What follows belongs to an exercise in optimizing a design on an open flow for small area and a short achievable clock period; a production flow would make more cautious choices. No run shown here included a check of the RTL's function; only the layout flow was run. Power and IR drop assume default switching activity.

==> design/flow/flow/run.sh <==
#!/bin/bash
# Standard ORFS layout with the standard synthesis unchanged. Port buffers are
# sky130_fd_sc_hd__buf_2, and timing repair is asked to reach a setup slack of
# 11.95 ns at the design's own clock period and constraints.
set -euo pipefail
export SETUP_SLACK_MARGIN=11.95
export BUFFER_PORTS_ARGS="-buffer_cell sky130_fd_sc_hd__buf_2"
bash standard.sh synth > synth.log 2>&1
bash standard.sh > layout.log 2>&1
==> design/flow/standard.sh <==
#!/bin/bash
# synth_recipe.tcl (not shown) runs the flow's synth.tcl, then flattens the netlist and writes it again
# the make line also repeats each setting of config.mk as NAME=value (left out here)
make -C /OpenROAD-flow-scripts/flow DESIGN_CONFIG=/design/flow/config.mk WORK_HOME=/design/flow/orfs CLKGATE_MAP_FILE= SYNTH_SCRIPT=/design/flow/synth_recipe.tcl "${@:-finish}"
==> design/flow/design.v <==
module RGB_to_Gray(input CLK, input [7:0] R, input [7:0] G, input [7:0] B, input In_Valid, output reg [7:0] Gray, output reg Out_Valid);
    reg [7:0] r, g, b; reg v0;
    always @(posedge CLK) begin r <= R; g <= G; b <= B; v0 <= In_Valid; end
    wire w8 = ({r[7], r[6], r[5], r[4], r[3], r[2], r[1], r[0]} >= 8'd2);
    wire w9 = ({r[7], r[6], r[5], r[4], r[3], r[2], r[1], r[0]} >= 8'd4);
    wire w10 = ({r[7], r[6], r[5], r[4], r[3], r[2], r[1], r[0]} >= 8'd7);
    wire w11 = ({r[7], r[6], r[5], r[4], r[3], r[2], r[1], r[0]} >= 8'd14);
    wire w12 = ({r[7], r[6], r[5], r[4], r[3], r[2], r[1], r[0]} >= 8'd27);
    wire w13 = ({r[7], r[6], r[5], r[4], r[3], r[2], r[1], r[0]} >= 8'd54);
    wire w14 = ({r[7], r[6], r[5], r[4], r[3], r[2], r[1], r[0]} >= 8'd108);
    wire w15 = ({r[7], r[6], r[5], r[4], r[3], r[2], r[1], r[0]} >= 8'd215);
    wire w24 = ({g[7], g[6], g[5], g[4], g[3], g[2], g[1], g[0]} >= 8'd2);
    wire w25 = ({g[7], g[6], g[5], g[4], g[3], g[2], g[1], g[0]} >= 8'd4);
    wire w26 = ({g[7], g[6], g[5], g[4], g[3], g[2], g[1], g[0]} >= 8'd7);
    wire w27 = ({g[7], g[6], g[5], g[4], g[3], g[2], g[1], g[0]} >= 8'd14);
    wire w28 = ({g[7], g[6], g[5], g[4], g[3], g[2], g[1], g[0]} >= 8'd28);
    wire w29 = ({g[7], g[6], g[5], g[4], g[3], g[2], g[1], g[0]} >= 8'd55);
    wire w30 = ({g[7], g[6], g[5], g[4], g[3], g[2], g[1], g[0]} >= 8'd110);
    wire w31 = ({g[7], g[6], g[5], g[4], g[3], g[2], g[1], g[0]} >= 8'd219);
    wire w41 = ({b[7], b[6], b[5], b[4], b[3], b[2], b[1], b[0]} >= 8'd3);
    wire w42 = ({b[7], b[6], b[5], b[4], b[3], b[2], b[1], b[0]} >= 8'd5);
    wire w43 = ({b[7], b[6], b[5], b[4], b[3], b[2], b[1], b[0]} >= 8'd9);
    wire w44 = ({b[7], b[6], b[5], b[4], b[3], b[2], b[1], b[0]} >= 8'd18);
    wire w45 = ({b[7], b[6], b[5], b[4], b[3], b[2], b[1], b[0]} >= 8'd36);
    wire w46 = ({b[7], b[6], b[5], b[4], b[3], b[2], b[1], b[0]} >= 8'd71);
    wire w47 = ({b[7], b[6], b[5], b[4], b[3], b[2], b[1], b[0]} >= 8'd141);
    wire w48_0, w48_1; ha u48 (r[2], r[1], w48_0, w48_1);
    wire w49_0, w49_1; fa u49 (r[3], r[2], r[1], w49_0, w49_1);
    wire w50_0, w50_1; fa u50 (r[4], r[3], r[2], w50_0, w50_1);
    wire w51_0, w51_1; fa u51 (r[5], r[4], r[3], w51_0, w51_1);
    wire w52_0, w52_1; fa u52 (r[6], r[5], r[4], w52_0, w52_1);
    wire w53_0, w53_1; fa u53 (r[7], r[6], r[5], w53_0, w53_1);
    wire w54_0, w54_1; ha u54 (r[1], r[0], w54_0, w54_1);
    wire w55_0, w55_1; fa u55 (r[0], w48_0, w11, w55_0, w55_1);
    wire w56_0, w56_1; fa u56 (w48_1, w12, w49_0, w56_0, w56_1);
    wire w57_0, w57_1; fa u57 (w49_1, w13, w50_0, w57_0, w57_1);
    wire w58_0, w58_1; fa u58 (w50_1, w14, w51_0, w58_0, w58_1);
    wire w59_0, w59_1; fa u59 (w51_1, w15, w52_0, w59_0, w59_1);
    wire w60_0, w60_1; fa u60 (r[0], w52_1, w53_0, w60_0, w60_1);
    wire w61_0, w61_1; ha u61 (r[0], w9, w61_0, w61_1);
    wire w62_0, w62_1; fa u62 (w54_0, w10, w61_1, w62_0, w62_1);
    wire w63_0, w63_1; fa u63 (w54_1, w55_0, w62_1, w63_0, w63_1);
    wire w64_0, w64_1; fa u64 (w55_1, w56_0, w63_1, w64_0, w64_1);
    wire w65_0, w65_1; fa u65 (w56_1, w57_0, w64_1, w65_0, w65_1);
    wire w66_0, w66_1; fa u66 (w57_1, w58_0, w65_1, w66_0, w66_1);
    wire w67_0, w67_1; fa u67 (w58_1, w59_0, w66_1, w67_0, w67_1);
    wire w68_0, w68_1; fa u68 (w59_1, w60_0, w67_1, w68_0, w68_1);
    wire w69_0, w69_1; ha u69 (g[4], g[0], w69_0, w69_1);
    wire w70_0, w70_1; fa u70 (g[5], g[1], w31, w70_0, w70_1);
    wire w71_0, w71_1; fa u71 (g[6], g[2], g[0], w71_0, w71_1);
    wire w72_0, w72_1; ha u72 (g[0], w26, w72_0, w72_1);
    wire w73_0, w73_1; fa u73 (g[1], w27, w72_1, w73_0, w73_1);
    wire w74_0, w74_1; fa u74 (g[2], w28, w73_1, w74_0, w74_1);
    wire w75_0, w75_1; fa u75 (g[3], w29, w74_1, w75_0, w75_1);
    wire w76_0, w76_1; fa u76 (w69_0, w30, w75_1, w76_0, w76_1);
    wire w77_0, w77_1; fa u77 (w69_1, w70_0, w76_1, w77_0, w77_1);
    wire w78_0, w78_1; fa u78 (w70_1, w71_0, w77_1, w78_0, w78_1);
    wire w79 = ~w8;
    wire w80 = w61_0 & w79;
    wire w81 = ~w24;
    wire w82 = w25 & w81;
    wire w83 = ~w9;
    wire w84 = w62_0 & w83;
    wire w85 = ~w25;
    wire w86 = w72_0 & w85;
    wire w87 = ~w10;
    wire w88 = w63_0 & w87;
    wire w89 = ~w26;
    wire w90 = w73_0 & w89;
    wire w91 = ~w11;
    wire w92 = w64_0 & w91;
    wire w93 = ~w27;
    wire w94 = w74_0 & w93;
    wire w95 = ~w12;
    wire w96 = w65_0 & w95;
    wire w97 = ~w28;
    wire w98 = w75_0 & w97;
    wire w99 = ~w13;
    wire w100 = w66_0 & w99;
    wire w101 = ~w29;
    wire w102 = w76_0 & w101;
    wire w103 = ~w14;
    wire w104 = w67_0 & w103;
    wire w105 = ~w30;
    wire w106 = w77_0 & w105;
    wire w107 = ~w15;
    wire w108 = w68_0 & w107;
    wire w109 = ~w31;
    wire w110 = w78_0 & w109;
    wire w111_0, w111_1; ha u111 (r[7], r[6], w111_0, w111_1);
    wire w112_0, w112_1; fa u112 (r[7], r[2], r[0], w112_0, w112_1);
    wire w113_0, w113_1; fa u113 (g[7], g[3], g[1], w113_0, w113_1);
    wire w114_0, w114_1; fa u114 (r[3], r[1], r[0], w114_0, w114_1);
    wire w115_0, w115_1; fa u115 (r[4], r[2], r[1], w115_0, w115_1);
    wire w116_0, w116_1; fa u116 (r[5], r[3], r[2], w116_0, w116_1);
    wire w117_0, w117_1; ha u117 (r[0], g[6], w117_0, w117_1);
    wire w118_0, w118_1; fa u118 (r[6], r[4], r[3], w118_0, w118_1);
    wire w119_0, w119_1; fa u119 (r[1], g[7], g[5], w119_0, w119_1);
    wire w120_0, w120_1; fa u120 (r[7], r[5], r[4], w120_0, w120_1);
    wire w121_0, w121_1; ha u121 (r[2], g[6], w121_0, w121_1);
    wire w122_0, w122_1; fa u122 (r[6], r[5], r[3], w122_0, w122_1);
    wire w123_0, w123_1; ha u123 (g[7], g[6], w123_0, w123_1);
    wire w124_0, w124_1; fa u124 (r[7], r[6], r[4], w124_0, w124_1);
    wire w125_0, w125_1; ha u125 (r[0], g[7], w125_0, w125_1);
    wire w126_0, w126_1; ha u126 (r[7], r[5], w126_0, w126_1);
    wire w127_0, w127_1; ha u127 (r[5], r[2], w127_0, w127_1);
    wire w128_0, w128_1; fa u128 (r[6], r[3], r[2], w128_0, w128_1);
    wire w129_0, w129_1; fa u129 (r[7], r[4], r[3], w129_0, w129_1);
    wire w130_0, w130_1; fa u130 (r[5], r[4], r[1], w130_0, w130_1);
    wire w131_0, w131_1; fa u131 (r[6], r[5], r[2], w131_0, w131_1);
    wire w132_0, w132_1; ha u132 (r[7], r[6], w132_0, w132_1);
    wire w133_0, w133_1; fa u133 (r[1], w111_0, w53_1, w133_0, w133_1);
    wire w134_0, w134_1; fa u134 (g[0], w111_1, w71_1, w134_0, w134_1);
    wire w135_0, w135_1; ha u135 (w112_0, w113_0, w135_0, w135_1);
    wire w136_0, w136_1; fa u136 (g[4], g[2], g[1], w136_0, w136_1);
    wire w137_0, w137_1; fa u137 (w112_1, w113_1, w114_0, w137_0, w137_1);
    wire w138_0, w138_1; fa u138 (g[5], g[3], g[2], w138_0, w138_1);
    wire w139_0, w139_1; fa u139 (g[0], w114_1, w115_0, w139_0, w139_1);
    wire w140_0, w140_1; fa u140 (g[4], g[3], g[1], w140_0, w140_1);
    wire w141_0, w141_1; fa u141 (w117_0, w115_1, w116_0, w141_0, w141_1);
    wire w142_0, w142_1; fa u142 (g[4], g[2], w117_1, w142_0, w142_1);
    wire w143_0, w143_1; fa u143 (w116_1, w118_0, w119_0, w143_0, w143_1);
    wire w144_0, w144_1; fa u144 (g[5], g[3], w121_0, w144_0, w144_1);
    wire w145_0, w145_1; fa u145 (w118_1, w119_1, w120_0, w145_0, w145_1);
    wire w146_0, w146_1; fa u146 (g[4], g[0], w121_1, w146_0, w146_1);
    wire w147_0, w147_1; fa u147 (w123_0, w120_1, w122_0, w147_0, w147_1);
    wire w148_0, w148_1; fa u148 (g[5], g[1], w123_1, w148_0, w148_1);
    wire w149_0, w149_1; fa u149 (w125_0, w122_1, w124_0, w149_0, w149_1);
    wire w150_0, w150_1; fa u150 (r[1], g[6], g[2], w150_0, w150_1);
    wire w151_0, w151_1; fa u151 (w125_1, w126_0, w124_1, w151_0, w151_1);
    wire w152_0, w152_1; fa u152 (r[6], r[2], g[7], w152_0, w152_1);
    wire w153_0, w153_1; fa u153 (g[3], g[0], w126_1, w153_0, w153_1);
    wire w154_0, w154_1; fa u154 (r[7], r[3], r[0], w154_0, w154_1);
    wire w155_0, w155_1; fa u155 (g[4], g[1], g[0], w155_0, w155_1);
    wire w156_0, w156_1; fa u156 (r[4], r[1], r[0], w156_0, w156_1);
    wire w157_0, w157_1; fa u157 (g[5], g[2], g[1], w157_0, w157_1);
    wire w158_0, w158_1; fa u158 (r[1], g[6], g[3], w158_0, w158_1);
    wire w159_0, w159_1; fa u159 (g[2], g[0], w127_0, w159_0, w159_1);
    wire w160_0, w160_1; fa u160 (g[7], g[4], g[3], w160_0, w160_1);
    wire w161_0, w161_1; fa u161 (g[1], w127_1, w128_0, w161_0, w161_1);
    wire w162_0, w162_1; fa u162 (r[0], g[5], g[4], w162_0, w162_1);
    wire w163_0, w163_1; fa u163 (g[2], w128_1, w129_0, w163_0, w163_1);
    wire w164_0, w164_1; fa u164 (g[6], g[5], g[3], w164_0, w164_1);
    wire w165_0, w165_1; fa u165 (g[0], w129_1, w130_0, w165_0, w165_1);
    wire w166_0, w166_1; fa u166 (g[7], g[6], g[4], w166_0, w166_1);
    wire w167_0, w167_1; fa u167 (g[1], w130_1, w131_0, w167_0, w167_1);
    wire w168_0, w168_1; fa u168 (r[3], g[7], g[5], w168_0, w168_1);
    wire w169_0, w169_1; fa u169 (g[2], w132_0, w131_1, w169_0, w169_1);
    wire w170_0, w170_1; fa u170 (r[7], r[4], g[6], w170_0, w170_1);
    wire w171_0, w171_1; ha u171 (g[3], w132_1, w171_0, w171_1);
    wire w172_0, w172_1; ha u172 (r[5], g[7], w172_0, w172_1);
    wire w173_0, w173_1; ha u173 (w133_0, w60_1, w173_0, w173_1);
    wire w174_0, w174_1; fa u174 (w133_1, w135_0, w134_0, w174_0, w174_1);
    wire w175_0, w175_1; fa u175 (w136_0, w135_1, w134_1, w175_0, w175_1);
    wire w176_0, w176_1; fa u176 (w136_1, w138_0, w137_1, w176_0, w176_1);
    wire w177_0, w177_1; fa u177 (w138_1, w140_0, w139_1, w177_0, w177_1);
    wire w178_0, w178_1; fa u178 (w140_1, w142_0, w141_1, w178_0, w178_1);
    wire w179_0, w179_1; fa u179 (w142_1, w144_0, w143_1, w179_0, w179_1);
    wire w180_0, w180_1; fa u180 (w144_1, w146_0, w145_1, w180_0, w180_1);
    wire w181_0, w181_1; fa u181 (w146_1, w148_0, w147_1, w181_0, w181_1);
    wire w182_0, w182_1; fa u182 (w150_0, w148_1, w149_1, w182_0, w182_1);
    wire w183_0, w183_1; fa u183 (w150_1, w152_0, w153_0, w183_0, w183_1);
    wire w184_0, w184_1; fa u184 (w152_1, w154_0, w155_0, w184_0, w184_1);
    wire w185_0, w185_1; fa u185 (w154_1, w155_1, w156_0, w185_0, w185_1);
    wire w186_0, w186_1; fa u186 (w156_1, w157_1, w158_0, w186_0, w186_1);
    wire w187_0, w187_1; fa u187 (w158_1, w160_0, w159_1, w187_0, w187_1);
    wire w188_0, w188_1; fa u188 (w160_1, w162_0, w161_1, w188_0, w188_1);
    wire w189_0, w189_1; fa u189 (w162_1, w164_0, w163_1, w189_0, w189_1);
    wire w190_0, w190_1; fa u190 (w164_1, w166_0, w165_1, w190_0, w190_1);
    wire w191_0, w191_1; fa u191 (w166_1, w168_0, w167_1, w191_0, w191_1);
    wire w192_0, w192_1; fa u192 (w168_1, w170_0, w171_0, w192_0, w192_1);
    wire w193_0, w193_1; fa u193 (g[4], w172_0, w170_1, w193_0, w193_1);
    wire w194_0, w194_1; ha u194 (r[6], g[5], w194_0, w194_1);
    wire w195_0, w195_1; ha u195 (p173_0_1, p110_0_1, w195_0, w195_1);
    wire w196_0, w196_1; fa u196 (p173_1_1, p174_0_1, p78_1_1, w196_0, w196_1);
    wire w197_0, w197_1; fa u197 (w137_0, w174_1, w175_0, w197_0, w197_1);
    wire w198_0, w198_1; fa u198 (w139_0, w175_1, w176_0, w198_0, w198_1);
    wire w199_0, w199_1; fa u199 (w141_0, w176_1, w177_0, w199_0, w199_1);
    wire w200_0, w200_1; fa u200 (w143_0, w177_1, w178_0, w200_0, w200_1);
    wire w201_0, w201_1; fa u201 (w145_0, w178_1, w179_0, w201_0, w201_1);
    wire w202_0, w202_1; fa u202 (w147_0, w179_1, w180_0, w202_0, w202_1);
    wire w203_0, w203_1; fa u203 (w149_0, w180_1, w181_0, w203_0, w203_1);
    wire w204_0, w204_1; fa u204 (w151_0, w181_1, w182_0, w204_0, w204_1);
    wire w205_0, w205_1; fa u205 (w151_1, w183_0, w182_1, w205_0, w205_1);
    wire w206_0, w206_1; fa u206 (w153_1, w184_0, w183_1, w206_0, w206_1);
    wire w207_0, w207_1; fa u207 (w157_0, w184_1, w185_0, w207_0, w207_1);
    wire w208_0, w208_1; fa u208 (w159_0, w185_1, w186_0, w208_0, w208_1);
    wire w209_0, w209_1; fa u209 (w186_1, w161_0, w187_0, w209_0, w209_1);
    wire w210_0, w210_1; fa u210 (w163_0, w187_1, w188_0, w210_0, w210_1);
    wire w211_0, w211_1; fa u211 (w165_0, w188_1, w189_0, w211_0, w211_1);
    wire w212_0, w212_1; fa u212 (w167_0, w189_1, w190_0, w212_0, w212_1);
    wire w213_0, w213_1; fa u213 (w169_0, w190_1, w191_0, w213_0, w213_1);
    wire w214_0, w214_1; fa u214 (w169_1, w192_0, w191_1, w214_0, w214_1);
    wire w215_0, w215_1; fa u215 (w171_1, w193_0, w192_1, w215_0, w215_1);
    wire w216_0, w216_1; fa u216 (w172_1, w194_0, w193_1, w216_0, w216_1);
    wire w217_0, w217_1; fa u217 (r[7], g[6], w194_1, w217_0, w217_1);
    wire w218_0, w218_1; ha u218 (w205_1, w206_0, w218_0, w218_1);
    wire w219_0, w219_1; ha u219 (w206_1, w207_0, w219_0, w219_1);
    wire w220_0, w220_1; ha u220 (w207_1, w208_0, w220_0, w220_1);
    wire w221_0, w221_1; ha u221 (w208_1, w209_0, w221_0, w221_1);
    wire w222_0, w222_1; ha u222 (w209_1, w210_0, w222_0, w222_1);
    wire w223_0, w223_1; ha u223 (w210_1, w211_0, w223_0, w223_1);
    wire w224_0, w224_1; ha u224 (w211_1, w212_0, w224_0, w224_1);
    wire w225_0, w225_1; ha u225 (w212_1, w213_0, w225_0, w225_1);
    wire w226_0, w226_1; ha u226 (w213_1, w214_0, w226_0, w226_1);
    wire w227_0, w227_1; ha u227 (w214_1, w215_0, w227_0, w227_1);
    wire w228_0, w228_1; ha u228 (w215_1, w216_0, w228_0, w228_1);
    wire w229_0, w229_1; ha u229 (w216_1, w217_0, w229_0, w229_1);
    wire w230_0, w230_1; ha u230 (w217_1, g[7], w230_0, w230_1);
    wire w231 = w219_1 | (w219_0 & w218_1);
    wire w233 = w221_1 | (w221_0 & w220_1);
    wire w234 = w221_0 & w220_0;
    wire w235 = w223_1 | (w223_0 & w222_1);
    wire w236 = w223_0 & w222_0;
    wire w237 = w225_1 | (w225_0 & w224_1);
    wire w238 = w225_0 & w224_0;
    wire w239 = w227_1 | (w227_0 & w226_1);
    wire w240 = w227_0 & w226_0;
    wire w241 = w229_1 | (w229_0 & w228_1);
    wire w242 = w229_0 & w228_0;
    wire w245 = w233 | (w234 & w231);
    wire w247 = w224_1 | (w224_0 & w235);
    wire w248 = w224_0 & w236;
    wire w249 = w237 | (w238 & w235);
    wire w250 = w238 & w236;
    wire w251 = w228_1 | (w228_0 & w239);
    wire w252 = w228_0 & w240;
    wire w253 = w241 | (w242 & w239);
    wire w254 = w242 & w240;
    wire w255 = w222_1 | (w222_0 & w245);
    wire w257 = w235 | (w236 & w245);
    wire w259 = w247 | (w248 & w245);
    wire w261 = w249 | (w250 & w245);
    wire w263 = w230_1 | (w230_0 & w253);
    wire w264 = w230_0 & w254;
    wire w265 = w226_1 | (w226_0 & w261);
    wire w267 = w239 | (w240 & w261);
    wire w269 = w251 | (w252 & w261);
    wire w271 = w253 | (w254 & w261);
    wire w273 = w263 | (w264 & w261);
    wire w275 = |{w210_1, w211_1, w212_1, w213_1, w214_1, w215_1, w216_1, w217_1, w211_0, w212_0, w213_0, w214_0, w215_0, w216_0, w217_0, g[7], w255};
    wire w276 = |{w211_1, w212_1, w213_1, w214_1, w215_1, w216_1, w217_1, w212_0, w213_0, w214_0, w215_0, w216_0, w217_0, g[7], w257};
    wire w277 = |{w212_1, w213_1, w214_1, w215_1, w216_1, w217_1, w213_0, w214_0, w215_0, w216_0, w217_0, g[7], w259};
    wire w278 = |{w213_1, w214_1, w215_1, w216_1, w217_1, w214_0, w215_0, w216_0, w217_0, g[7], w261};
    wire w279 = |{w214_1, w215_1, w216_1, w217_1, w215_0, w216_0, w217_0, g[7], w265};
    wire w280 = |{w215_1, w216_1, w217_1, w216_0, w217_0, g[7], w267};
    wire w281 = |{w216_1, w217_1, w217_0, g[7], w269};
    wire w282 = |{w217_1, g[7], w271};
    wire w283 = |{p273_0_1};
    wire w284 = ~b[0];
    wire w285 = ~b[1];
    wire w286 = ~b[2];
    wire w287 = ~b[3];
    wire w288 = ~b[4];
    wire w289 = ~b[5];
    wire w290 = ~b[6];
    wire w291 = ~b[7];
    wire w292_0, w292_1; fa u292 (b[6], b[4], b[2], w292_0, w292_1);
    wire w293_0, w293_1; ha u293 (b[7], b[5], w293_0, w293_1);
    wire w294_0, w294_1; ha u294 (b[6], b[4], w294_0, w294_1);
    wire w295_0, w295_1; ha u295 (b[7], b[5], w295_0, w295_1);
    wire w296_0, w296_1; ha u296 (b[4], b[2], w296_0, w296_1);
    wire w297_0, w297_1; fa u297 (b[5], b[3], b[1], w297_0, w297_1);
    wire w298_0, w298_1; fa u298 (w284, w47, w292_0, w298_0, w298_1);
    wire w299_0, w299_1; fa u299 (b[3], w285, w293_0, w299_0, w299_1);
    wire w300_0, w300_1; fa u300 (b[0], w286, w293_1, w300_0, w300_1);
    wire w301_0, w301_1; fa u301 (b[1], w287, w294_1, w301_0, w301_1);
    wire w302_0, w302_1; fa u302 (b[6], b[2], w288, w302_0, w302_1);
    wire w303_0, w303_1; ha u303 (b[2], b[0], w303_0, w303_1);
    wire w304_0, w304_1; fa u304 (b[3], b[1], w44, w304_0, w304_1);
    wire w305_0, w305_1; fa u305 (b[0], w296_0, w45, w305_0, w305_1);
    wire w306_0, w306_1; fa u306 (w296_1, w46, w297_0, w306_0, w306_1);
    wire w307; xn u307 (w297_1, w298_0, w307);
    wire w308 = w297_1 | w298_0;
    wire w309_0, w309_1; fa u309 (w292_1, w299_0, w298_1, w309_0, w309_1);
    wire w310_0, w310_1; fa u310 (w294_0, w299_1, w300_0, w310_0, w310_1);
    wire w311_0, w311_1; fa u311 (w295_0, w300_1, w301_0, w311_0, w311_1);
    wire w312_0, w312_1; fa u312 (w295_1, w302_0, w301_1, w312_0, w312_1);
    wire w313_0, w313_1; ha u313 (b[0], w41, w313_0, w313_1);
    wire w314_0, w314_1; fa u314 (b[1], w42, w313_1, w314_0, w314_1);
    wire w315_0, w315_1; fa u315 (w303_0, w43, w314_1, w315_0, w315_1);
    wire w316_0, w316_1; fa u316 (w303_1, w304_0, w315_1, w316_0, w316_1);
    wire w317_0, w317_1; fa u317 (w304_1, w305_0, w316_1, w317_0, w317_1);
    wire w318_0, w318_1; fa u318 (w305_1, w306_0, w317_1, w318_0, w318_1);
    wire w319_0, w319_1; fa u319 (w306_1, w307, w318_1, w319_0, w319_1);
    wire w320_0, w320_1; fa u320 (w308, w309_0, w319_1, w320_0, w320_1);
    wire w321_0, w321_1; fa u321 (p309_1_1, p310_0_1, p320_1_1, w321_0, w321_1);
    wire w322_0, w322_1; fa u322 (p310_1_1, p311_0_1, w321_1, w322_0, w322_1);
    wire w323_0, w323_1; fa u323 (p311_1_1, p312_0_1, w322_1, w323_0, w323_1);
    wire w324 = ~w42;
    wire w325 = w315_0 & w324;
    wire w326 = w325 & w275;
    wire w327 = ~w326;
    wire w328 = ~w43;
    wire w329 = w316_0 & w328;
    wire w330 = w329 & w276;
    wire w331 = ~w330;
    wire w332 = ~w44;
    wire w333 = w317_0 & w332;
    wire w334 = w333 & w277;
    wire w335 = ~w334;
    wire w336 = ~w45;
    wire w337 = w318_0 & w336;
    wire w338 = w337 & w278;
    wire w339 = ~w338;
    wire w340 = ~w46;
    wire w341 = w319_0 & w340;
    wire w342 = w341 & w279;
    wire w343 = ~p342_0_1;
    wire w344 = ~w47;
    wire w345 = w320_0 & w344;
    wire w346 = p345_0_1 & p280_0_1;
    wire w347 = ~w346;
    wire w348 = w321_0 & p281_0_1;
    wire w349 = ~w348;
    wire w350 = w322_0 & p282_0_1;
    wire w351 = ~w350;
    wire w352 = w323_0 & w283;
    wire w353 = ~w352;
    wire w354_0, w354_1; fa u354 (b[7], b[3], w289, w354_0, w354_1);
    wire w355_0, w355_1; ha u355 (w284, w302_1, w355_0, w355_1);
    wire w356_0, w356_1; ha u356 (b[4], w290, w356_0, w356_1);
    wire w357_0, w357_1; ha u357 (b[7], b[5], w357_0, w357_1);
    wire w358_0, w358_1; ha u358 (b[6], b[1], w358_0, w358_1);
    wire w359_0, w359_1; ha u359 (b[7], b[2], w359_0, w359_1);
    wire w360_0, w360_1; fa u360 (w354_0, w355_0, w312_1, w360_0, w360_1);
    wire w361_0, w361_1; fa u361 (w285, w356_0, w354_1, w361_0, w361_1);
    wire w362_0, w362_1; ha u362 (w355_1, w197_0, w362_0, w362_1);
    wire w363_0, w363_1; fa u363 (b[5], w291, w286, w363_0, w363_1);
    wire w364_0, w364_1; fa u364 (w356_1, w197_1, w198_0, w364_0, w364_1);
    wire w365_0, w365_1; fa u365 (b[6], w287, w198_1, w365_0, w365_1);
    wire w366 = ~w199_0;
    wire w367_0, w367_1; fa u367 (b[7], w288, w284, w367_0, w367_1);
    wire w368_0, w368_1; ha u368 (w199_1, w200_0, w368_0, w368_1);
    wire w369_0, w369_1; fa u369 (w289, w285, w200_1, w369_0, w369_1);
    wire w370_0, w370_1; fa u370 (b[0], w290, w286, w370_0, w370_1);
    wire w371_0, w371_1; fa u371 (b[1], w291, w287, w371_0, w371_1);
    wire w372_0, w372_1; fa u372 (b[2], b[0], w288, w372_0, w372_1);
    wire w373_0, w373_1; ha u373 (w203_1, w204_0, w373_0, w373_1);
    wire w374_0, w374_1; fa u374 (b[3], b[1], w289, w374_0, w374_1);
    wire w375; xn u375 (w204_1, w205_0, w375);
    wire w376 = w204_1 | w205_0;
    wire w377_0, w377_1; fa u377 (b[4], b[2], w290, w377_0, w377_1);
    wire w378_0, w378_1; fa u378 (w284, w206_0, w205_1, w378_0, w378_1);
    wire w379_0, w379_1; fa u379 (b[5], b[3], w291, w379_0, w379_1);
    wire w380_0, w380_1; fa u380 (w285, w207_0, w206_1, w380_0, w380_1);
    wire w381_0, w381_1; fa u381 (b[6], b[4], w286, w381_0, w381_1);
    wire w382; xn u382 (w207_1, w208_0, w382);
    wire w383 = w207_1 | w208_0;
    wire w384_0, w384_1; fa u384 (b[0], w287, w357_0, w384_0, w384_1);
    wire w385; xn u385 (w208_1, w209_0, w385);
    wire w386 = w208_1 | w209_0;
    wire w387_0, w387_1; fa u387 (w288, w357_1, w358_0, w387_0, w387_1);
    wire w388; xn u388 (w209_1, w210_0, w388);
    wire w389 = w209_1 | w210_0;
    wire w390_0, w390_1; fa u390 (w289, w358_1, w359_0, w390_0, w390_1);
    wire w391; xn u391 (w210_1, w211_0, w391);
    wire w392 = w210_1 | w211_0;
    wire w393_0, w393_1; fa u393 (b[3], w290, w359_1, w393_0, w393_1);
    wire w394; xn u394 (w211_1, w212_0, w394);
    wire w395 = w211_1 | w212_0;
    wire w396_0, w396_1; fa u396 (b[4], w291, w212_1, w396_0, w396_1);
    wire w397 = ~w213_0;
    wire w398_0, w398_1; ha u398 (b[5], w213_1, w398_0, w398_1);
    wire w399_0, w399_1; ha u399 (b[6], w215_0, w399_0, w399_1);
    wire w400_0, w400_1; ha u400 (b[7], w216_0, w400_0, w400_1);
    wire w401_0, w401_1; ha u401 (w80, w325, w401_0, w401_1);
    wire w402_0, w402_1; fa u402 (w82, w84, w329, w402_0, w402_1);
    wire w403_0, w403_1; fa u403 (w86, w88, w333, w403_0, w403_1);
    wire w404_0, w404_1; fa u404 (w90, w92, w337, w404_0, w404_1);
    wire w405_0, w405_1; fa u405 (w94, w96, w341, w405_0, w405_1);
    wire w406_0, w406_1; fa u406 (p98_0_1, p100_0_1, p345_0_1, w406_0, w406_1);
    wire w407_0, w407_1; fa u407 (p102_0_1, p104_0_1, w321_0, w407_0, w407_1);
    wire w408_0, w408_1; fa u408 (p106_0_1, p108_0_1, w322_0, w408_0, w408_1);
    wire w409_0, w409_1; fa u409 (p68_1_1, w195_0, w323_0, w409_0, w409_1);
    wire w410_0, w410_1; fa u410 (p360_0_1, w196_0, w195_1, w410_0, w410_1);
    wire w411_0, w411_1; fa u411 (w361_0, w360_1, w362_0, w411_0, w411_1);
    wire w412_0, w412_1; fa u412 (w363_0, w361_1, w362_1, w412_0, w412_1);
    wire w413_0, w413_1; fa u413 (w363_1, w366, w364_1, w413_0, w413_1);
    wire w414_0, w414_1; fa u414 (w367_0, w199_0, w365_1, w414_0, w414_1);
    wire w415_0, w415_1; fa u415 (w367_1, w201_0, w368_1, w415_0, w415_1);
    wire w416_0, w416_1; fa u416 (w370_0, w201_1, w202_0, w416_0, w416_1);
    wire w417_0, w417_1; fa u417 (w370_1, w371_0, w202_1, w417_0, w417_1);
    wire w418_0, w418_1; fa u418 (w371_1, w372_0, w373_0, w418_0, w418_1);
    wire w419_0, w419_1; fa u419 (w372_1, w374_0, w375, w419_0, w419_1);
    wire w420_0, w420_1; fa u420 (w374_1, w377_0, w376, w420_0, w420_1);
    wire w421_0, w421_1; fa u421 (w377_1, w379_0, w380_0, w421_0, w421_1);
    wire w422_0, w422_1; fa u422 (w379_1, w381_0, w382, w422_0, w422_1);
    wire w423_0, w423_1; fa u423 (w381_1, w384_0, w383, w423_0, w423_1);
    wire w424_0, w424_1; fa u424 (w384_1, w387_0, w386, w424_0, w424_1);
    wire w425_0, w425_1; fa u425 (w387_1, w390_0, w389, w425_0, w425_1);
    wire w426_0, w426_1; fa u426 (w390_1, w393_0, w392, w426_0, w426_1);
    wire w427_0, w427_1; fa u427 (w393_1, w397, w395, w427_0, w427_1);
    wire w428_0, w428_1; fa u428 (w214_0, w213_0, w398_0, w428_0, w428_1);
    wire w429_0, w429_1; fa u429 (w214_1, w399_0, w398_1, w429_0, w429_1);
    wire w430_0, w430_1; fa u430 (w215_1, w400_0, w399_1, w430_0, w430_1);
    wire w431_0, w431_1; fa u431 (w217_0, w216_1, w400_1, w431_0, w431_1);
    wire w432_0, w432_1; ha u432 (g[7], w217_1, w432_0, w432_1);
    wire w433_0, w433_1; ha u433 (w401_0, w327, w433_0, w433_1);
    wire w434_0, w434_1; fa u434 (w401_1, w402_0, w331, w434_0, w434_1);
    wire w435_0, w435_1; fa u435 (p402_1_1, p403_0_1, p335_0_1, w435_0, w435_1);
    wire w436_0, w436_1; fa u436 (p403_1_1, p404_0_1, p339_0_1, w436_0, w436_1);
    wire w437_0, w437_1; fa u437 (p404_1_1, w343, p405_0_1, w437_0, w437_1);
    wire w438_0, w438_1; fa u438 (p405_1_1, w347, w406_0, w438_0, w438_1);
    wire w439_0, w439_1; fa u439 (w406_1, w349, w407_0, w439_0, w439_1);
    wire w440_0, w440_1; fa u440 (w407_1, w351, w408_0, w440_0, w440_1);
    wire w441_0, w441_1; fa u441 (w408_1, w353, w409_0, w441_0, w441_1);
    wire w442_0, w442_1; fa u442 (w410_0, w323_1, w409_1, w442_0, w442_1);
    wire w443_0, w443_1; fa u443 (p411_0_1, w196_1, w410_1, w443_0, w443_1);
    wire w444_0, w444_1; fa u444 (w364_0, w411_1, w412_0, w444_0, w444_1);
    wire w445_0, w445_1; fa u445 (w365_0, w412_1, w413_0, w445_0, w445_1);
    wire w446_0, w446_1; fa u446 (w368_0, w413_1, w414_0, w446_0, w446_1);
    wire w447_0, w447_1; fa u447 (w369_0, w414_1, w415_0, w447_0, w447_1);
    wire w448_0, w448_1; fa u448 (w369_1, w416_0, w415_1, w448_0, w448_1);
    wire w449_0, w449_1; fa u449 (w203_0, w416_1, w417_0, w449_0, w449_1);
    wire w450; xn u450 (w417_1, w418_0, w450);
    wire w451 = w417_1 | w418_0;
    wire w452_0, w452_1; fa u452 (w373_1, w419_0, w418_1, w452_0, w452_1);
    wire w453_0, w453_1; fa u453 (w378_0, w419_1, w420_0, w453_0, w453_1);
    wire w454_0, w454_1; fa u454 (w378_1, w420_1, w421_0, w454_0, w454_1);
    wire w455_0, w455_1; fa u455 (w380_1, w422_0, w421_1, w455_0, w455_1);
    wire w456_0, w456_1; fa u456 (w385, w422_1, w423_0, w456_0, w456_1);
    wire w457_0, w457_1; fa u457 (w423_1, w388, w424_0, w457_0, w457_1);
    wire w458_0, w458_1; fa u458 (w391, w424_1, w425_0, w458_0, w458_1);
    wire w459_0, w459_1; fa u459 (w394, w425_1, w426_0, w459_0, w459_1);
    wire w460_0, w460_1; fa u460 (w396_0, w426_1, w427_0, w460_0, w460_1);
    wire w461_0, w461_1; fa u461 (w396_1, w427_1, w428_0, w461_0, w461_1);
    wire w462; xn u462 (w428_1, w429_0, w462);
    wire w463 = w428_1 | w429_0;
    wire w464; xn u464 (w430_0, w429_1, w464);
    wire w465 = w430_0 | w429_1;
    wire w466; xn u466 (w431_0, w430_1, w466);
    wire w467 = w431_0 | w430_1;
    wire w468; xn u468 (w432_0, w431_1, w468);
    wire w469 = w432_0 | w431_1;
    wire w470 = ~w432_1;
    wire w472_0, w472_1; ha u472 (p433_1_1, p434_0_1, w472_0, w472_1);
    wire w473_0, w473_1; ha u473 (p434_1_1, w435_0, w473_0, w473_1);
    wire w474_0, w474_1; ha u474 (w435_1, w436_0, w474_0, w474_1);
    wire w475_0, w475_1; ha u475 (w436_1, w437_0, w475_0, w475_1);
    wire w476_0, w476_1; ha u476 (w437_1, w438_0, w476_0, w476_1);
    wire w477_0, w477_1; ha u477 (w438_1, w439_0, w477_0, w477_1);
    wire w478_0, w478_1; ha u478 (w439_1, w440_0, w478_0, w478_1);
    wire w479_0, w479_1; ha u479 (w440_1, w441_0, w479_0, w479_1);
    wire w480_0, w480_1; ha u480 (w441_1, w442_0, w480_0, w480_1);
    wire w481_0, w481_1; ha u481 (w442_1, w443_0, w481_0, w481_1);
    wire w482_0, w482_1; ha u482 (w443_1, p444_0_1, w482_0, w482_1);
    wire w483_0, w483_1; ha u483 (w444_1, w445_0, w483_0, w483_1);
    wire w484_0, w484_1; ha u484 (w445_1, w446_0, w484_0, w484_1);
    wire w485_0, w485_1; ha u485 (w446_1, w447_0, w485_0, w485_1);
    wire w486_0, w486_1; ha u486 (w447_1, w448_0, w486_0, w486_1);
    wire w487_0, w487_1; ha u487 (w448_1, w449_0, w487_0, w487_1);
    wire w488_0, w488_1; ha u488 (w449_1, w450, w488_0, w488_1);
    wire w489_0, w489_1; ha u489 (w451, w452_0, w489_0, w489_1);
    wire w490_0, w490_1; ha u490 (w452_1, w453_0, w490_0, w490_1);
    wire w491_0, w491_1; ha u491 (w453_1, w454_0, w491_0, w491_1);
    wire w492_0, w492_1; ha u492 (w454_1, w455_0, w492_0, w492_1);
    wire w493_0, w493_1; ha u493 (w455_1, w456_0, w493_0, w493_1);
    wire w494_0, w494_1; ha u494 (w456_1, w457_0, w494_0, w494_1);
    wire w495_0, w495_1; ha u495 (w457_1, w458_0, w495_0, w495_1);
    wire w496_0, w496_1; ha u496 (w458_1, w459_0, w496_0, w496_1);
    wire w497_0, w497_1; ha u497 (w459_1, w460_0, w497_0, w497_1);
    wire w498_0, w498_1; ha u498 (w460_1, w461_0, w498_0, w498_1);
    wire w499_0, w499_1; ha u499 (w461_1, w462, w499_0, w499_1);
    wire w500_0, w500_1; ha u500 (w463, w464, w500_0, w500_1);
    wire w501_0, w501_1; ha u501 (w465, w466, w501_0, w501_1);
    wire w502_0, w502_1; ha u502 (w467, w468, w502_0, w502_1);
    wire w503_0, w503_1; ha u503 (w469, w470, w503_0, w503_1);
    wire w504 = w495_1 | (w495_0 & w494_1);
    wire w505 = w495_0 & w494_0;
    wire w506 = w493_1 | (w493_0 & w492_1);
    wire w507 = w493_0 & w492_0;
    wire w508 = w504 | (w505 & w506);
    wire w509 = w505 & w507;
    wire w510 = w491_1 | (w491_0 & w490_1);
    wire w511 = w491_0 & w490_0;
    wire w512 = w510 | (w511 & w489_1);
    wire w513 = w511 & w489_0;
    wire w514 = w508 | (w509 & w512);
    wire w515 = w509 & w513;
    wire w516 = w488_1 | (w488_0 & w487_1);
    wire w517 = w488_0 & w487_0;
    wire w518 = w516 | (w517 & w486_1);
    wire w519 = w517 & w486_0;
    wire w520 = w485_1 | (w485_0 & w484_1);
    wire w521 = w485_0 & w484_0;
    wire w522 = w520 | (w521 & w483_1);
    wire w523 = w521 & w483_0;
    wire w524 = p518_0_1 | (p519_0_1 & p522_0_1);
    wire w525 = p519_0_1 & p523_0_1;
    wire w526 = p514_0_1 | (p515_0_1 & w524);
    wire w527 = p515_0_1 & w525;
    wire w528 = w482_1 | (w482_0 & w481_1);
    wire w529 = w482_0 & w481_0;
    wire w530 = w528 | (w529 & w480_1);
    wire w531 = w529 & w480_0;
    wire w532 = w479_1 | (w479_0 & w478_1);
    wire w533 = w479_0 & w478_0;
    wire w534 = w532 | (w533 & w477_1);
    wire w535 = w533 & w477_0;
    wire w536 = w530 | (w531 & w534);
    wire w537 = w531 & w535;
    wire w538 = w476_1 | (w476_0 & w475_1);
    wire w539 = w476_0 & w475_0;
    wire w540 = w538 | (w539 & w474_1);
    wire w541 = w539 & w474_0;
    wire w542 = w473_1 | (w473_0 & w472_1);
    wire w543 = w473_0 & w472_0;
    wire w544 = w542 | (w543 & p433_0_1);
    wire w546 = w540 | (w541 & w544);
    wire w548 = w536 | (w537 & w546);
    wire w550 = w526 | (w527 & w548);
    wire w552 = p496_1_1 | (p496_0_1 & w550);
    wire w553 = p497_1_1 | (p497_0_1 & w552);
    wire w555 = p499_1_1 | (p499_0_1 & p498_1_1);
    wire w556 = p499_0_1 & p498_0_1;
    wire w557 = w501_1 | (w501_0 & w500_1);
    wire w558 = p501_0_1 & p500_0_1;
    wire w561 = p498_1_1 | (p498_0_1 & w553);
    wire w563 = w555 | (w556 & w553);
    wire w565 = w502_1 | (w502_0 & w557);
    wire w566 = p502_0_1 & w558;
    wire w569 = p500_1_1 | (p500_0_1 & w563);
    wire w571 = p557_0_1 | (w558 & w563);
    wire w573 = p565_0_1 | (w566 & w563);
    wire w577; xr u577 (p496_0_1, w550, w577);
    wire w578; xr u578 (p497_0_1, w552, w578);
    wire w579; xr u579 (p498_0_1, w553, w579);
    wire w580; xr u580 (p499_0_1, w561, w580);
    wire w581; xr u581 (p500_0_1, w563, w581);
    wire w582; xr u582 (p501_0_1, w569, w582);
    wire w583; xr u583 (p502_0_1, w571, w583);
    wire w584; xr u584 (p503_0_1, w573, w584);
    reg p173_0_1;
    reg p110_0_1;
    reg p173_1_1;
    reg p174_0_1;
    reg p78_1_1;
    reg p273_0_1;
    reg p309_1_1;
    reg p310_0_1;
    reg p320_1_1;
    reg p310_1_1;
    reg p311_0_1;
    reg p311_1_1;
    reg p312_0_1;
    reg p342_0_1;
    reg p345_0_1;
    reg p280_0_1;
    reg p281_0_1;
    reg p282_0_1;
    reg p98_0_1;
    reg p100_0_1;
    reg p102_0_1;
    reg p104_0_1;
    reg p106_0_1;
    reg p108_0_1;
    reg p68_1_1;
    reg p360_0_1;
    reg p402_1_1;
    reg p403_0_1;
    reg p335_0_1;
    reg p403_1_1;
    reg p404_0_1;
    reg p339_0_1;
    reg p404_1_1;
    reg p405_0_1;
    reg p405_1_1;
    reg p411_0_1;
    reg p433_1_1;
    reg p434_0_1;
    reg p434_1_1;
    reg p444_0_1;
    reg p518_0_1;
    reg p519_0_1;
    reg p522_0_1;
    reg p523_0_1;
    reg p514_0_1;
    reg p515_0_1;
    reg p433_0_1;
    reg p496_1_1;
    reg p496_0_1;
    reg p497_1_1;
    reg p497_0_1;
    reg p499_1_1;
    reg p499_0_1;
    reg p498_1_1;
    reg p498_0_1;
    reg p501_0_1;
    reg p500_1_1;
    reg p500_0_1;
    reg p502_0_1;
    reg p557_0_1;
    reg p565_0_1;
    reg p503_0_1;
    always @(posedge CLK) begin
        p173_0_1 <= w173_0;
        p110_0_1 <= w110;
        p173_1_1 <= w173_1;
        p174_0_1 <= w174_0;
        p78_1_1 <= w78_1;
        p273_0_1 <= w273;
        p309_1_1 <= w309_1;
        p310_0_1 <= w310_0;
        p320_1_1 <= w320_1;
        p310_1_1 <= w310_1;
        p311_0_1 <= w311_0;
        p311_1_1 <= w311_1;
        p312_0_1 <= w312_0;
        p342_0_1 <= w342;
        p345_0_1 <= w345;
        p280_0_1 <= w280;
        p281_0_1 <= w281;
        p282_0_1 <= w282;
        p98_0_1 <= w98;
        p100_0_1 <= w100;
        p102_0_1 <= w102;
        p104_0_1 <= w104;
        p106_0_1 <= w106;
        p108_0_1 <= w108;
        p68_1_1 <= w68_1;
        p360_0_1 <= w360_0;
        p402_1_1 <= w402_1;
        p403_0_1 <= w403_0;
        p335_0_1 <= w335;
        p403_1_1 <= w403_1;
        p404_0_1 <= w404_0;
        p339_0_1 <= w339;
        p404_1_1 <= w404_1;
        p405_0_1 <= w405_0;
        p405_1_1 <= w405_1;
        p411_0_1 <= w411_0;
        p433_1_1 <= w433_1;
        p434_0_1 <= w434_0;
        p434_1_1 <= w434_1;
        p444_0_1 <= w444_0;
        p518_0_1 <= w518;
        p519_0_1 <= w519;
        p522_0_1 <= w522;
        p523_0_1 <= w523;
        p514_0_1 <= w514;
        p515_0_1 <= w515;
        p433_0_1 <= w433_0;
        p496_1_1 <= w496_1;
        p496_0_1 <= w496_0;
        p497_1_1 <= w497_1;
        p497_0_1 <= w497_0;
        p499_1_1 <= w499_1;
        p499_0_1 <= w499_0;
        p498_1_1 <= w498_1;
        p498_0_1 <= w498_0;
        p501_0_1 <= w501_0;
        p500_1_1 <= w500_1;
        p500_0_1 <= w500_0;
        p502_0_1 <= w502_0;
        p557_0_1 <= w557;
        p565_0_1 <= w565;
        p503_0_1 <= w503_0;
    end
    reg v1; always @(posedge CLK) v1 <= v0;
    always @(posedge CLK) begin Gray <= {w584, w583, w582, w581, w580, w579, w578, w577}; Out_Valid <= v1; end
endmodule
module fa(input a, input b, input c, output s, output co);
    assign s = a ^ b ^ c;
    assign co = (a & b) | (a & c) | (b & c);
endmodule
module ha(input a, input b, output s, output co);
    assign s = a ^ b;
    assign co = a & b;
endmodule
module xr(input a, input b, output y);
    assign y = a ^ b;
endmodule
module xn(input a, input b, output y);
    assign y = ~(a ^ b);
endmodule
module ao(input g1, input p1, input g0, output y);
    assign y = g1 | (p1 & g0);
endmodule
module an2(input a, input b, output y);
    assign y = a & b;
endmodule
module or2(input a, input b, output y);
    assign y = a | b;
endmodule
==> design/flow/config.mk <==
export PLATFORM = sky130hd
export DESIGN_NAME = RGB_to_Gray
export DESIGN_NICKNAME = RGB_to_Gray
export VERILOG_FILES = /design/flow/design.v
export SDC_FILE = /design/flow/constraint.sdc
export NUM_CORES = 8
export LEC_CHECK = 0
export CAP_MARGIN = 20
export CORE_MARGIN = 2
export CORE_UTILIZATION = 40
export SLEW_MARGIN = 20
export SYNTH_HIERARCHICAL = 1
export SYNTH_MINIMUM_KEEP_SIZE = 0
==> design/flow/constraint.sdc <==
create_clock -name core_clock -period 16.0 [get_ports {CLK}]
set_input_delay 3.2000 -clock core_clock [delete_from_list [all_inputs] [get_ports {CLK}]]
set_output_delay 3.2000 -clock core_clock [all_outputs]
set_load 0.01 [all_outputs]
==> run summary, run 1 <==
Outcome:
- The run finished with no timing, DRC or antenna violations.

Setup path:
- The startpoint of the lowest-slack register-to-register path is r[4].
- The kind of critical path is flop to flop.
- Data on the critical path arrives at its endpoint at 4.96 ns.
- Counting both buffers and inverters, the worst setup path holds a total of 1.
- The most numerous cell type found on the critical path is sky130_fd_sc_hd__fa_1.
- The highest cell delay on the worst timing path is 0.56 ns.
- The category of the worst setup path launch point is a flop.
- On the critical path, the stage with the largest delay is an instance of sky130_fd_sc_hd__fa_1.
- The maximum fanout count along the critical path is 5.
- The kind of cell with the highest combined delay along the critical path is adder cells.
- The worst setup path is captured at a flop.
- Walking the worst path, the cells encountered are buf_4, fa_1, fa_1, fa_1, fa_1, fa_1, fa_1, ha_1, a21o_1, a21o_1, a21o_1, a21o_1, a21o_1.
- Across all register-to-register paths, the minimum setup slack is 11.30 ns.
- Tracing the worst setup path back leads to its startpoint at r[4].
- At the worst endpoint, the required time is 16.26 ns.

GRT:
- The first-pass GRT wire length is 32.4 mm.
- The maximum number of pins on one net before global-route repair is 20.
- Global routing finished with a remaining overflow of 0.
- The number of antenna violations at the first check in global routing came to 0.
- The via count of the first global-routing pass is 5819.
- Global routing used 18.6% of the available tracks.

Final layout:
- The finished cells cover 10200 um2.
- The number of filler instances in the final layout is 1914.
- The final layout contains 1035 nets.
- From synthesis to final layout, the design area changed by 17.0%.
- The number of inserted diodes is 0.
- The fraction of layout instances using a drive strength above 1 is 27.4%.

Pwr:
- Cell internal power was estimated by the tool at 1.13 mW.
- Combinational cells account for 70.6% of the total power.
- The share of total power in the clock network is 11.0%.
- Net switching is 43.6% of the power.
- Summed over all cells, the static leakage comes to 4.24 nW.
- The switching power summed over all nets is 0.873 mW.
- Power spread over the standard cell area amounts to 196 nW/um2.
- In this run, flip-flops and latches consume 18.4% of the power.
- VDD sags by at most 0.153 mV.

Floorplanning:
- For this configuration, the core starts out at a cell density of 40.5%.
- The standard cell core area is 21600 um2.
- The die is 152 um tall.
- Measured along the x axis, the die boundary spans 152 um.
- The boundary pin count is 35.
- The area of the die is 23100 um2.
- The site row count is 54.

CTS:
- In this run the clock root is driven by a sky130_fd_sc_hd__clkbuf_16.
- The number of H-tree levels is 3.
- After clock tree synthesis, the clock-pin slew on the worst setup and hold paths is 0.08 ns.
- The number of hold buffers added after CTS was 0.
- The clock tree from TritonCTS is yes.
- Counting every sink on the clock net gives 97.
- The latest clock arrival within the worst-skew pair is 0.36 ns.
- Clock tree synthesis inserted a total of 9 buffers.
- The clock passes through at most 2 buffers.

STA:
- Of the available clock period, the critical path in the final layout requires 29.3%.
- Setup violations remaining at the end of the flow were counted as 0.
- The hold violation count in the final report came to 0.
- The number of slew-limit violations in the final report is 0.
- At the pin with the least slew margin, the transition time is 0.558 ns.
- In the final timing run, aggregate negative setup slack is 0 ns.
- Setup repair after global routing could not meet its margin everywhere.
- The setup clock skew after layout is 0.00970 ns.
- The clock period could shrink to 4.70 ns.
- Headroom to the max-slew limit came out at 62.8%.
- The maximum clock frequency is 0.213 GHz.

Synthesis:
- The cell area after synthesis is 8750 um2.
- The synthesized netlist net count is 957.
- The distinct cell type count after synthesis is 44.
- The post-synthesis mux area share is 0%.
- After Yosys synthesis, and, or, nand and nor cells account for 6.29% of the synthesized area.
- The portion of the post-synthesis area used by sequential elements is 22.2%.
- The dominant combinational cell family by area after synthesis is adder cells.
- After synthesis, the mean cell area works out to 14.0 um2.
- Synthesis handed over a netlist of 626 instances.
- sky130_fd_sc_hd__fa_1 takes more of the synthesized area than any other cell.
- By count the netlist is led by 221 x sky130_fd_sc_hd__fa_1, 97 x sky130_fd_sc_hd__dfxtp_1, 84 x sky130_fd_sc_hd__ha_1, 28 x sky130_fd_sc_hd__nand2_1, 24 x sky130_fd_sc_hd__nor2_1.
- After synthesis, the cell types taking the most area are sky130_fd_sc_hd__fa_1 51%, sky130_fd_sc_hd__dfxtp_1 22%, sky130_fd_sc_hd__ha_1 12%.
- The most used flip-flop cell after synthesis is sky130_fd_sc_hd__dfxtp_1.
- The arithmetic-cell share of the synthesized area counting full adders, half adders and majority gates is 62.6%.
- Yosys printed 7 warnings.
- The portion of synthesized cell area occupied by the leading cell type is 50.6%.
- The post-synthesis compound-gate area fraction is 5.95%.
- The number of storage elements in the synthesis netlist is 97.
- Yosys instantiated no cell more often than sky130_fd_sc_hd__fa_1.
- The number of enable-type register cells in the synthesized netlist is 0.
- After Yosys synthesis, XOR and XNOR cells account for 2.00% of the synthesized area.
- Counting flops with an async set or reset pin after synthesis yields a share of 0%.

Detailed routing:
- The per-cell routed wire length is 20.4 um.
- The remaining design rule violation count is 0.
- Wires add up to 20.2 mm.
- The detail route stage leaves a number of antenna-violating nets equal to 0.
- Using the TritonRoute via totals, the vias-per-cell ratio works out to 5.18.
- After the first detailed-routing iteration, the DRC count stood at 256.
- The length of the first detailed-routing pass in iterations is 5.
- The detailed router placed 5124 vias in this run.

Hold path:
- In this run the worst hold path is classified as flop to flop.
- The startpoint of the lowest-slack hold path is v0.

Place:
- Routability-driven placement finished with a final weighted congestion of 0.891.
- The estimated wirelength of the detail-placed design is 16.3 mm.
- The placed cell area is 9380 um2.
- In this run the tool buffered the top-level ports with 34 buffer cells.

Run:
- The max-cap violation count is 0.
[routing by layer]
metal / vias up / global-route usage (%) / wire length (um)
met5: - / 0 / 0
met4: 0 / 5.25 / 418
met3: 24 / 3.05 / 965
met2: 148 / 31.2 / 10300
met1: 2690 / 25.2 / 8490
li1: 2262 / - / -
[power groups by stage]
stage	clock network [mW]	logic [mW]	registers, mW
3_3_place_gp	0	1.27	0.380
6_report	0.221	1.41	0.368
3_5_place_dp	0	1.31	0.381
4_1_cts	0.229	1.39	0.370
5_1_grt	0.238	1.62	0.377
2_1_floorplan	0	0.955	0.371
[kinds of logic (layout without fill, tap and decap cells)]
| kind of cell | count (synthesis) | in the layout |
|---|---|---|
| AOI/OAI and AO/OA | 71 | 71 |
| xor gates and xnor gates | 20 | 20 |
| adders and majority gates | 305 | 305 |
| buffers and inverters | 22 | 105 |
| DFF | 97 | 97 |
| other | 1 | 1 |
| and+or+nand+nor | 110 | 110 |
[registers in the layout, indices dropped and copies added, names as in the netlist, 8 cells and up]
| register | flops |
|---|---|
| Gray | 8 |
| b | 8 |
| r | 8 |
| g | 8 |
[cell usage in the layout, fill, tap and decap left out, types with 3 or more instances in the layout]
| cell type | n |
|---|---|
| sky130_fd_sc_hd__buf_6 | 10 |
| sky130_fd_sc_hd__dfxtp_1 | 73 |
| sky130_fd_sc_hd__o21ai_1 | 3 |
| sky130_fd_sc_hd__a21oi_1 | 9 |
| sky130_fd_sc_hd__and3_1 | 14 |
| sky130_fd_sc_hd__inv_6 | 4 |
| sky130_fd_sc_hd__nor4_4 | 3 |
| sky130_fd_sc_hd__a21o_1 | 20 |
| sky130_fd_sc_hd__buf_2 | 34 |
| sky130_fd_sc_hd__nand4_1 | 4 |
| sky130_fd_sc_hd__clkbuf_16 | 9 |
| sky130_fd_sc_hd__a31oi_1 | 4 |
| sky130_fd_sc_hd__ha_2 | 4 |
| sky130_fd_sc_hd__o21ai_0 | 5 |
| sky130_fd_sc_hd__or2_2 | 8 |
| sky130_fd_sc_hd__fa_1 | 182 |
| sky130_fd_sc_hd__fa_2 | 39 |
| sky130_fd_sc_hd__nor2_1 | 22 |
| sky130_fd_sc_hd__or2_4 | 4 |
| sky130_fd_sc_hd__xor2_1 | 8 |
| sky130_fd_sc_hd__buf_4 | 21 |
| sky130_fd_sc_hd__dfxtp_2 | 3 |
| sky130_fd_sc_hd__nor3_1 | 4 |
| sky130_fd_sc_hd__inv_4 | 3 |
| sky130_fd_sc_hd__dfxtp_4 | 21 |
| sky130_fd_sc_hd__nand2_1 | 27 |
| sky130_fd_sc_hd__xnor2_1 | 12 |
| sky130_fd_sc_hd__o31ai_1 | 3 |
| sky130_fd_sc_hd__ha_1 | 79 |
| sky130_fd_sc_hd__nand3_1 | 8 |
| sky130_fd_sc_hd__inv_1 | 18 |
[path summary, 6_finish.rpt]
kind / endpoint / cells after the start
worst max-delay path: p514_0_1 / 13
worst max register to register: p514_0_1 / 13
worst min register to register: v1 / 0
worst min-delay path: v1 / 0
[worst reg2reg max path: stages (launching register included)]
cell                      delay [ns]
sky130_fd_sc_hd__dfxtp_4        0.36
sky130_fd_sc_hd__buf_4          0.17
sky130_fd_sc_hd__fa_1           0.56
sky130_fd_sc_hd__fa_1           0.44
sky130_fd_sc_hd__fa_1           0.56
sky130_fd_sc_hd__fa_1           0.45
sky130_fd_sc_hd__fa_1           0.54
sky130_fd_sc_hd__fa_1           0.43
sky130_fd_sc_hd__ha_1           0.31
sky130_fd_sc_hd__a21o_1         0.18
sky130_fd_sc_hd__a21o_1         0.15
sky130_fd_sc_hd__a21o_1         0.15
sky130_fd_sc_hd__a21o_1         0.15
sky130_fd_sc_hd__a21o_1         0.14
[cell type report]
type	count	area, um2	share of cell area [%]
inverters	22	95.1	0.929
well taps	280	350	3.42
multi-input cells	507	7000	68.4
clock buffers	9	225	2.20
clock inverters	7	70.1	0.684
repair buffers	67	470	4.59
flip-flops and latches	97	2020	19.8
[Yosys stat by module (local to each module, per instance)]
module	flip-flops and latches	cell area [um2]
ha	0	12.5
RGB_to_Gray	97	3100
xn	0	8.76
xr	0	8.76
fa	0	20.0
[metrics by stage]
stage	util (%)	hold WS [ns]	power (mW)	cells	worst slack, ns
2_1_floorplan	-	0.310	1.33	626	11.36
3_3_place_gp	43.4	0.317	1.65	941	11.17
3_5_place_dp	43.4	0.315	1.69	941	11.16
4_1_cts	46.4	0.333	1.99	982	11.28
5_1_grt	47.4	0.339	2.24	989	11.20
6_report	47.4	0.330	2.00	989	11.30
[timing repair]
action,CTS,global route
buffers inserted,25,7
pin swaps,26,26
gates resized for setup,56,41
setup endpoints to repair,27,39
==> run 2: changes to the inputs <==
--- a/design/flow/design.v
+++ b/design/flow/design.v
@@ -299,5 +299,5 @@
     wire w333 = w317_0 & w332;
     wire w334 = w333 & w277;
-    wire w335 = ~w334;
+    wire w335 = ~p334_0_1;
     wire w336 = ~w45;
     wire w337 = w318_0 & w336;
@@ -307,9 +307,9 @@
     wire w341 = w319_0 & w340;
     wire w342 = w341 & w279;
-    wire w343 = ~p342_0_1;
+    wire w343 = ~w342;
     wire w344 = ~w47;
     wire w345 = w320_0 & w344;
-    wire w346 = p345_0_1 & p280_0_1;
-    wire w347 = ~w346;
+    wire w346 = w345 & w280;
+    wire w347 = ~p346_0_1;
     wire w348 = w321_0 & p281_0_1;
     wire w349 = ~w348;
@@ -399,7 +399,7 @@
     wire w433_0, w433_1; ha u433 (w401_0, w327, w433_0, w433_1);
     wire w434_0, w434_1; fa u434 (w401_1, w402_0, w331, w434_0, w434_1);
-    wire w435_0, w435_1; fa u435 (p402_1_1, p403_0_1, p335_0_1, w435_0, w435_1);
+    wire w435_0, w435_1; fa u435 (p402_1_1, p403_0_1, w335, w435_0, w435_1);
     wire w436_0, w436_1; fa u436 (p403_1_1, p404_0_1, p339_0_1, w436_0, w436_1);
-    wire w437_0, w437_1; fa u437 (p404_1_1, w343, p405_0_1, w437_0, w437_1);
+    wire w437_0, w437_1; fa u437 (p404_1_1, p343_0_1, p405_0_1, w437_0, w437_1);
     wire w438_0, w438_1; fa u438 (p405_1_1, w347, w406_0, w438_0, w438_1);
     wire w439_0, w439_1; fa u439 (w406_1, w349, w407_0, w439_0, w439_1);
@@ -513,15 +513,15 @@
     wire w552 = p496_1_1 | (p496_0_1 & w550);
     wire w553 = p497_1_1 | (p497_0_1 & w552);
-    wire w555 = p499_1_1 | (p499_0_1 & p498_1_1);
+    wire w555 = w499_1 | (w499_0 & w498_1);
     wire w556 = p499_0_1 & p498_0_1;
     wire w557 = w501_1 | (w501_0 & w500_1);
     wire w558 = p501_0_1 & p500_0_1;
     wire w561 = p498_1_1 | (p498_0_1 & w553);
-    wire w563 = w555 | (w556 & w553);
-    wire w565 = w502_1 | (w502_0 & w557);
+    wire w563 = p555_0_1 | (w556 & w553);
+    wire w565 = p502_1_1 | (p502_0_1 & p557_0_1);
     wire w566 = p502_0_1 & w558;
     wire w569 = p500_1_1 | (p500_0_1 & w563);
     wire w571 = p557_0_1 | (w558 & w563);
-    wire w573 = p565_0_1 | (w566 & w563);
+    wire w573 = w565 | (w566 & w563);
     wire w577; xr u577 (p496_0_1, w550, w577);
     wire w578; xr u578 (p497_0_1, w552, w578);
@@ -545,7 +545,7 @@
     reg p311_1_1;
     reg p312_0_1;
-    reg p342_0_1;
+    reg p334_0_1;
     reg p345_0_1;
-    reg p280_0_1;
+    reg p346_0_1;
     reg p281_0_1;
     reg p282_0_1;
@@ -560,9 +560,9 @@
     reg p402_1_1;
     reg p403_0_1;
-    reg p335_0_1;
     reg p403_1_1;
     reg p404_0_1;
     reg p339_0_1;
     reg p404_1_1;
+    reg p343_0_1;
     reg p405_0_1;
     reg p405_1_1;
@@ -583,5 +583,4 @@
     reg p497_1_1;
     reg p497_0_1;
-    reg p499_1_1;
     reg p499_0_1;
     reg p498_1_1;
@@ -590,7 +589,8 @@
     reg p500_1_1;
     reg p500_0_1;
+    reg p555_0_1;
+    reg p502_1_1;
     reg p502_0_1;
     reg p557_0_1;
-    reg p565_0_1;
     reg p503_0_1;
     always @(posedge CLK) begin
@@ -608,7 +608,7 @@
         p311_1_1 <= w311_1;
         p312_0_1 <= w312_0;
-        p342_0_1 <= w342;
+        p334_0_1 <= w334;
         p345_0_1 <= w345;
-        p280_0_1 <= w280;
+        p346_0_1 <= w346;
         p281_0_1 <= w281;
         p282_0_1 <= w282;
@@ -623,9 +623,9 @@
         p402_1_1 <= w402_1;
         p403_0_1 <= w403_0;
-        p335_0_1 <= w335;
         p403_1_1 <= w403_1;
         p404_0_1 <= w404_0;
         p339_0_1 <= w339;
         p404_1_1 <= w404_1;
+        p343_0_1 <= w343;
         p405_0_1 <= w405_0;
         p405_1_1 <= w405_1;
@@ -646,5 +646,4 @@
         p497_1_1 <= w497_1;
         p497_0_1 <= w497_0;
-        p499_1_1 <= w499_1;
         p499_0_1 <= w499_0;
         p498_1_1 <= w498_1;
@@ -653,7 +652,8 @@
         p500_1_1 <= w500_1;
         p500_0_1 <= w500_0;
+        p555_0_1 <= w555;
+        p502_1_1 <= w502_1;
         p502_0_1 <= w502_0;
         p557_0_1 <= w557;
-        p565_0_1 <= w565;
         p503_0_1 <= w503_0;
     end
==> run summary, run 2 <==
Outcome:
- The flow ran to the end and the layout has no timing, DRC or antenna violations.

Setup path:
- The maximum fanout count along the critical path was 4 (-1).
- The most critical setup path has its startpoint at r[4].
- The worst setup path is captured at a flop.
- The number of cell instances on the worst register-to-register path is 14 (+1).
- The category of the worst setup path launch point is a flop.
- The data arrival time of the worst path is 4.66 ns (-0.30 ns).
- The worst setup path is of the flop to flop kind.

Pwr:
- The part of the power in registers came to 16.3% (-2.1 points).
- The fraction of power consumed by combinational cells is 74.4% (+3.8 points).
- The internal power of the cells is 1.28 mW (+13%).
- The ratio of total power to cell area is 211 nW/um2 (+7.7%).
- The share of total power in the clock network came to 9.4% (-1.6 points).
- The fraction of power spent switching nets is 43.8% (+0.25 points).

Detailed routing:
- The remaining number of nets flagged by the antenna check after routing was 0 (unchanged).
- The length of the first detailed-routing pass in iterations is 5 (unchanged).
- The wire length on met3 is 1.01 mm (+4.5%).
- The routed length on met2 is 11.1 mm (+7.5%).

Synthesis:
- The number of instances in the synthesized netlist came to 639 (+2.1%).
- The portion of the post-synthesis area used by sequential elements is 22.0% (-0.21 points).
- The biggest area contributor in the post-synthesis netlist is sky130_fd_sc_hd__fa_1.
- The distinct cell type count after synthesis is 44 (unchanged).
- Counting instances in the post-synthesis netlist gives the leading cell types as 221 x sky130_fd_sc_hd__fa_1, 97 x sky130_fd_sc_hd__dfxtp_1, 84 x sky130_fd_sc_hd__ha_1, 27 x sky130_fd_sc_hd__nand2_1.
- The number of storage elements in the synthesis netlist is 97 (unchanged).
- The warning count from the yosys run came to 7 (unchanged).
- The cell area after synthesis is 8830 um2 (+0.97%).

STA:
- Setup repair after global routing could not meet its margin everywhere.
- The post-route setup TNS is 0 ns (unchanged).
- The hold violation count in the final report is 0 (unchanged).
- The transition time of the tightest slew-check pin is 0.702 ns (+0.144 ns).
- The share of the clock period used by the worst path after layout is 27.6% (-1.7 points).

Floorplanning:
- The height of the die is 153 um (+0.47%).
- The horizontal die dimension was 153 um (+0.47%).

CTS:
- The number of H-tree levels came to 3 (unchanged).
- The hold buffer count at CTS is 0 (unchanged).
- In this run the clock root is driven by a sky130_fd_sc_hd__clkbuf_16.
- TritonCTS built the clock tree.

Final layout:
- The most frequent standard cell in the layout excluding fill and tap cells is sky130_fd_sc_hd__fa_1.
- The area used by multi-input combinational logic was 7280 um2 (+3.9%).
- The number of inserted diodes is 0 (unchanged).
- The layout overhead on the synthesized area is 22.2%.
- The fraction of layout instances using a drive strength above 1 is 34.4% (+7.0 points).
- The number of filler instances in the final layout is 1851 (-3.3%).
- The net count reported at finish was 1077 (+4.1%).

GRT:
- The via count of the first global-routing pass came to 6339 (+8.9%).
- The maximum number of pins on one net before global-route repair is 19 (-5.0%).
- The first-pass GRT wire length is 35.1 mm (+8.1%).
- The overall routing resource usage came to 19.8% (+1.2 points).

Hold path:
- For hold timing, the worst endpoint is Out_Valid.
==> run 2: cell count changes after synthesis, sizes merged, moves of 3 or more <==
| cell | delta |
|---|---|
| o21ai | +7 |
| a21o | -5 |
| a21oi | +5 |
| nand3 | +5 |
| inv | +3 |
==> run 2: final cells by class <==
cell class / instances / share of cell area, %
multi-input cells: 517 / 67.4
flip-flops and latches: 97 / 18.8
clock inverters: 7 / 0.556
repair buffers: 96 / 6.90
well taps: 280 / 3.25
inverters: 25 / 1.02
clock buffers: 9 / 2.09
==> run 2: logic make-up (layout without fill, tap and decap cells) <==
logic type	count (synthesis)	after routing	synth area share, %
and+or+nand+nor	110	110	6.19
AOI/OAI and AO/OA	81	81	6.77
DFF	97	97	22.0
buffers and inverters	25	137	1.06
xor gates and xnor gates	20	20	1.98
adders and majority gates	305	305	62.0
other	1	1	0.0424
==> run 2: worst max-delay path by stage <==
stage	slack (ns)	depth (start not counted)	to
6_report	11.58	14	p514_0_1
3_5_place_dp	11.26	11	p108_0_1
3_3_place_gp	11.37	11	p108_0_1
5_1_grt	11.45	12	p514_0_1
4_1_cts	11.51	12	p514_0_1
2_1_floorplan	11.63	13	p514_0_1
==> run 2: worst max-delay path, stage by stage (launching register included) <==
cell,delay [ns]
sky130_fd_sc_hd__dfxtp_4,0.37
sky130_fd_sc_hd__buf_12,0.13
sky130_fd_sc_hd__fa_1,0.48
sky130_fd_sc_hd__fa_2,0.36
sky130_fd_sc_hd__fa_2,0.54
sky130_fd_sc_hd__fa_2,0.45
sky130_fd_sc_hd__ha_1,0.30
sky130_fd_sc_hd__fa_1,0.39
sky130_fd_sc_hd__fa_2,0.34
sky130_fd_sc_hd__ha_1,0.31
sky130_fd_sc_hd__a21o_1,0.16
sky130_fd_sc_hd__a21o_1,0.15
sky130_fd_sc_hd__a21o_1,0.15
sky130_fd_sc_hd__a21oi_2,0.11
sky130_fd_sc_hd__o21ai_1,0.06
==> run 2: stage by stage <==
step                      util [%]  instances  power, mW  hold slack (ns)  setup WS [ns]
after floorplan                  -        639       1.36            0.310          11.63
after global placement        43.5        954       1.69            0.310          11.37
after global routing          49.6       1031       2.51            0.336          11.45
final                         49.6       1031       2.27            0.329          11.58
after CTS                     48.4       1021       2.13            0.329          11.51
after detailed placement      43.5        954       1.73            0.313          11.26
==> run 2: repair_timing <==
| item | CTS | global route |
|---|---|---|
| resized for setup | 104 | 44 |
| pin swaps | 61 | 51 |
| setup endpoints to repair | 32 | 34 |
| hold endpoints to repair | 0 | 0 |
| setup buffers | 51 | 10 |
| cloned | 0 | 0 |
==> run 2: power groups by stage <==
stage	clock network (mW)	registers [mW]	logic (mW)
final	0.214	0.370	1.69
after detailed placement	0	0.386	1.34
after global placement	0	0.383	1.31
after global routing	0.229	0.378	1.90
after floorplan	0	0.374	0.981
after CTS	0.219	0.371	1.54
==> run 2: Yosys stat by module (local to each module, per instance) <==
module	flops+latches	area (um2)	copies in the design
RGB_to_Gray	97	3180	1
fa	0	20.0	221
ha	0	12.5	84
xn	0	8.76	12
xr	0	8.76	8
==> run 2: metal layers <==
metal / global-route usage, % / vias up
met4: 7.76 / 0
li1: - / 2375
met3: 3.27 / 45
met1: 25.9 / 2880
met5: 0 / -
met2: 33.1 / 149

Re-timed with assumed drivers on the ports (clkbuf_16 on the clock, buf_2 on other inputs), run 2 has 11.583 ns of setup slack against 11.583 ns with ideal ports, and 11.583 ns once port delays also move by the mid clock arrival of 0.395 ns.
